This design comes from an exercise in tuning for small area on the open sky130 flow, not from production work. In this exercise RTL edits were held to simulation tests only and were not proved equivalent to the original. Power figures rest on the tool's default switching activity, not on a simulated workload.

==> flow/design.v (outline; a module is shown in full before it is edited, if it fits) <==
// module piano: 2486 lines
// module VGA: 1382 lines
// module lcd: 808 lines
module lcd(clk, LCD_E, reset, rst2, mode, a, b, push, LCD_RS, LCD_RW, SF_D, chg, cal, sw_3, hsync, vsync, vga_r, vga_g, vga_b, song_sel, led
, speakers);
  // ...
==> flow/run.sh <==
#!/bin/bash
# synth_recipe.tcl (not shown) runs the flow's synth.tcl, then flattens the netlist and writes it again
# the make line also repeats each setting of config.mk as NAME=value (left out here)
make -C /OpenROAD-flow-scripts/flow DESIGN_CONFIG=/design/flow/config.mk WORK_HOME=/design/flow/orfs CLKGATE_MAP_FILE= SYNTH_SCRIPT=/design/flow/synth_recipe.tcl finish
==> flow/config.mk <==
export PLATFORM = sky130hd
export DESIGN_NAME = lcd
export DESIGN_NICKNAME = lcd
export VERILOG_FILES = /design/flow/design.v
export SDC_FILE = /design/flow/constraint.sdc
export NUM_CORES = 4
export LEC_CHECK = 0
export ABC_AREA = 1
export CAP_MARGIN = 20
export CORE_MARGIN = 2
export CORE_UTILIZATION = 70
export CTS_BUF_LIST = sky130_fd_sc_hd__clkbuf_16
export CTS_CLUSTER_DIAMETER = 100
export CTS_CLUSTER_SIZE = 30
export PLACE_DENSITY = 0.8
export SLEW_MARGIN = 20
==> flow/constraint.sdc <==
create_clock -name core_clock -period 10.0 [get_ports {clk}]
set_input_delay 2.0000 -clock core_clock [delete_from_list [all_inputs] [get_ports {clk}]]
set_output_delay 2.0000 -clock core_clock [all_outputs]
set_load 0.01 [all_outputs]
==> run_results.csv, run 1 <==
group,metric,value,unit
setup_path,worstRegToRegCells,32,
cells_and_area,ff_latch_area,0.00404,mm²
flow_run,maxCapViolCount,0,
timing,rsz0062_at_grt,"no",
detailed_routing,wire_per_inst,15.0,µm
synthesis,post-synth-top-count-cell,"nand2_1",
clocking,cts.sinks,187,
cells_and_area,num_antenna_cells,0,
hold_path,holdCritPathClass,"reg -> reg",
setup_path,endpoint_kind,"flop",
synthesis,yosys.area_share.xor_xnor,0.0285,
timing,min_period,4.83,ns
grt,grt_pass1_wl,53200,µm
setup_path,regToRegEndpoint,"U3.cnt[9]",
synthesis,synthDistinctLibCells,69,
cells_and_area,layout_common_cells,"nand2_1, inv_1, nor2_1",
cells_and_area,nClkBuffers,18,
power_and_ir_drop,total_power,1760,µW
hold_path,hold_path_depth,0,
cells_and_area,synthToLayoutAreaGrowth,7.83,%
power_and_ir_drop,p_leak,0.00610,µW
synthesis,synth-compound-area-share,0.190,
status,outcome,"no timing/DRC/antenna violations",
detailed_routing,ant_nets,0,
cells_and_area,multi_input_area_share,0.539,
timing,finalSetupViolCount,0,
power_and_ir_drop,power_clock,690,µW
cells_and_area,n_all_buffers,30,
cells_and_area,seq_cells,187,
cells_and_area,drive_above_1_share,0.0616,
die,taps,229,
clocking,post_cts_resized,0,
synthesis,syn-instance-count,1848,
synthesis,ys_warn_count,3,
power_and_ir_drop,power.density,129,mW/mm²
synthesis,synth.area.mux_share,0.000794,
grt,met1_usage,0.428,
synthesis,synthFlopType,"dfxtp_1",
power_and_ir_drop,combPwrFrac,0.136,
placed_design,hpwl,22500,µm
setup_path,path_max_fanout,11,
power_and_ir_drop,p_int,1240,µW
grt,overflow,0,
power_and_ir_drop,pwr-share-seq,0.471,
==> run 2, diff against run 1 <==
--- a/flow/config.mk
+++ b/flow/config.mk
@@ -11,5 +11,4 @@
 export CORE_UTILIZATION = 70
-export CTS_BUF_LIST = sky130_fd_sc_hd__clkbuf_16
-export CTS_CLUSTER_DIAMETER = 100
-export CTS_CLUSTER_SIZE = 30
+export CTS_BUF_LIST = sky130_fd_sc_hd__clkbuf_8
+export CTS_CLUSTER_SIZE = 10
 export PLACE_DENSITY = 0.8
==> run_results.csv, run 2 <==
group,metric,value,unit
status,outcome,"no timing/DRC/antenna violations",
synthesis,synth_common_cells,"nand2_1, inv_1, nor2_1",
hold_path,hold_path_depth,1,
synthesis,post-synth-top-count-cell,"nand2_1",
die,core-area,0.0178,mm²
synthesis,avgSynthCellArea,6.82,µm²
setup_path,worstSetupStartpoint,"mode",
synthesis,syn-instance-count,1848,
die,die_w,138,µm
setup_path,critical_path.cell_chain,"clkdlybuf4s50_1, inv_2, nand2_1, o22ai_2, inv_2, ha_1, nand2_1, nand2_1, nand2_1, nand3_1, nand3_1, nand2_1, o21ai_1, nand3_1, nand2_1, nand2_1, nand3_1, nand3_1, a21oi_1",
setup_path,r2r_slack,5.56,ns
clocking,cts_tree,"yes",
grt,track_usage,0.321,
synthesis,ys_seq_area_frac,0.321,
setup_path,path_max_fanout,11,
die,chipHeight,138,µm
timing,rsz0062_at_grt,"no",
synthesis,synthArstFlopShare,0.316,
setup_path,critPathSlowestCell,"clkdlybuf4s50_1",
setup_path,crit_top_cell,"nand2_1",
grt,grt_pass1_vias,11602,
synthesis,synthTopCellsByArea,"dfxtp_1, dfrtp_1, nand2_1, inv_1, ha_1",
cells_and_area,ff_latch_area,0.00404,mm²
synthesis,ys_ff_latch,187,
synthesis,synth_edf_count,0,
grt,met1_usage,0.421,
synthesis,synth_nets,1934,
grt,grt_pass1_wl,52400,µm
synthesis,syn-cell-area,0.0126,mm²
detailed_routing,drt_iter0_markers,1219,
hold_path,holdCritPathClass,"reg -> reg",
timing,period_share,0.480,
cells_and_area,layout_common_cells,"nand2_1, inv_1, nor2_1",
detailed_routing,routed-via-count,12470,
grt,overflow,0,
clocking,cts.sinks,187,
grt,antenna_found_initial,0,
placed_design,io_buffers,25,
timing,fmax,0.208,GHz
clocking,clk_latency,0.50,ns
clocking,cts_buffers,17,
setup_path,required,10.43,ns
cells_and_area,num_antenna_cells,0,
cells_and_area,multi_input_area,0.00733,mm²
die,die-area,0.0191,mm²
synthesis,synthDistinctLibCells,69,
cells_and_area,final_common_cell,"nand2_1",
setup_path,crit_type,"in -> reg",
timing,finalSetupViolCount,0,
setup_path,cpPeakStageDelay,0.64,ns
cells_and_area,largest_reg_flops,32,
flow_run,maxCapViolCount,0,
timing,maxSlewViolCount,0,
grt,busiest_layer,"met2",
timing,fin_skew,0.0228,ns
timing,max_slew_margin,0.422,
detailed_routing,viasPerCell,5.95,
clocking,ctsHoldBuffers,0,
clocking,postCtsSetupBuffers,0,
placed_design,hpwl,22500,µm
setup_path,r2r_start,"U3.tick_pre",
grt,met2_usage,0.544,
detailed_routing,wirelength,30800,µm
detailed_routing,drtPass1Iterations,6,
clocking,clk_path_buf_depth,2,
grt,grt_start_max_net_pins,60,
placed_design,dp_cells,2065,
power_and_ir_drop,p_leak,0.00601,µW
synthesis,ys_warn_count,3,
cells_and_area,fin_nets,1941,
setup_path,worstPathArrival,5.23,ns
detailed_routing,drc_errors,0,
clocking,post_cts_resized,0,
setup_path,startpoint_type,"input pin",
die,start_util,0.707,
clocking,h-tree-depth,4,
power_and_ir_drop,power.density,119,mW/mm²
setup_path,critPathCapture,"U3.Count11[3]",
hold_path,min_from,"U3.qb",
timing,min_period,4.80,ns
setup_path,regToRegEndpoint,"U3.cnt[9]",
grt,gr-usage-met3,0.0457,
setup_path,endpoint_kind,"flop",
cells_and_area,synthToLayoutAreaGrowth,6.35,%
timing,setup_tns,0,ns
synthesis,synthFlopType,"dfxtp_1",
timing,tightest_slew,0.866,ns
synthesis,yosysTopAreaCell,"dfxtp_1",
power_and_ir_drop,total_power,1600,µW
power_and_ir_drop,ir_worst_vdd,0.122,mV
cells_and_area,layout.cells.non_filler,2097,
detailed_routing,wire_per_inst,14.7,µm
detailed_routing,ant_nets,0,
clocking,clk_transition_reported_paths,0.11,ns
cells_and_area,drive_above_1_share,0.0616,
clocking,ctsRootBufferMaster,"clkbuf_8",
placed_design,gp_congestion,1.02,
cells_and_area,nFillCells,1405,
die,boundaryPins,31,
timing,hold_viol,0,
setup_path,worstRegToRegCells,32,
synthesis,synth_top_area_frac,0.203,
die,row_count,49,
==> run 2: cell types whose count changed in the layout (fill, tap and decap cells not counted) <==
cell / before / now
bufinv_16: 1 / 2
clkbuf_8: 0 / 17
clkbuf_16: 18 / 0
==> run 2: kinds of logic (layout without fill, tap and decap cells) <==
group,after synthesis,count (layout),synth area share
other,1,1,0.000297
AND/OR/NAND/NOR,813,813,0.287
XOR/XNOR,41,41,0.0285
adder cells (fa/ha/maj),75,75,0.0750
flip-flops,187,187,0.321
multiplexers,1,1,0.000794
buffers and inverters,323,343,0.0981
AO/OA/AOI/OAI,407,407,0.190
==> run 2: final cells by class <==
| class | instances | share of cell area |
|---|---|---|
| inverters | 281 | 0.0789 |
| repair buffers | 30 | 0.0207 |
| clock inverters | 15 | 0.0135 |
| well taps | 229 | 0.0214 |
| clock buffers | 17 | 0.0175 |
| flip-flops and latches | 187 | 0.302 |
| multi-input cells | 1338 | 0.546 |
==> run 2: worst min path at each step <==
stage	end	slack, ns
2_1_floorplan	U2.qa_dly	0.37
3_3_place_gp	U2.qa_dly	0.39
3_5_place_dp	U2.qa_dly	0.40
4_1_cts	U3.up	0.43
5_1_grt	U2.qa_dly	0.44
6_report	U3.up	0.42
==> run 2: critical path, delay by kind of cell <==
family,cells,cell delay (ns)
buffers and inverters,3,1.05
AOI/OAI and AO/OA,3,0.60
and+or+nand+nor,12,1.34
adders and majority gates,1,0.22
==> run 2: stage by stage <==
step / area [µm²] / hold WS [ns] / setup WS (ns) / utilization
2_1_floorplan: 12600 / 0.368 / 5.94 / -
3_3_place_gp: 13000 / 0.393 / 4.79 / 0.728
3_5_place_dp: 13000 / 0.401 / 4.79 / 0.728
4_1_cts: 13400 / 0.425 / 5.28 / 0.752
5_1_grt: 13400 / 0.436 / 4.92 / 0.752
6_report: 13400 / 0.422 / 5.20 / 0.752
==> run 2: report_power, final <==
part / leakage (µW) / switching, µW / internal [µW] / total [µW]
combinational: 0.00400 / 153 / 84.2 / 237
sequential: 0.00181 / 40.7 / 786 / 827
clock: 0.000207 / 302 / 231 / 534
==> run 2: routing by layer <==
metal | vias up | wire (µm) | share of wire
met3 | 80 | 2200 | 0.071
li1 | 6138 | - | -
met1 | 5703 | 13600 | 0.44
met2 | 549 | 14300 | 0.46
met5 | - | 0 | 0
met4 | 0 | 753 | 0.024

static timing again, ports no longer ideal:
Ports are ideal in the flow. The routed layouts listed here were re-timed in OpenROAD.
Step 1 (the two cells are an assumption about what drives the block):
set clk [get_ports {clk}]
set_driving_cell -lib_cell sky130_fd_sc_hd__clkbuf_16 $clk
set_driving_cell -lib_cell sky130_fd_sc_hd__buf_2 [delete_from_list [all_inputs] $clk]
Step 2 times the ports against the registers' clock, not the clock port: input delays grow and output delays shrink by t, the midpoint of the rising clock arrivals with the driver on.
Three values: ideal ports, drivers, drivers and shift; two values: the first two.
run | t (ns) | setup WS [ns] | cell pins on the clock port's net
run 1 | 0.490 | 5.174 / 5.194 / 4.704 | 1
run 2 | 0.534 | 5.200 / 5.179 / 4.683 | 1
After both steps setup and hold are still met in every run listed. The setup slack of run 2, which loses most, moves by -0.021 ns with the drivers and by -0.517 ns with both steps.
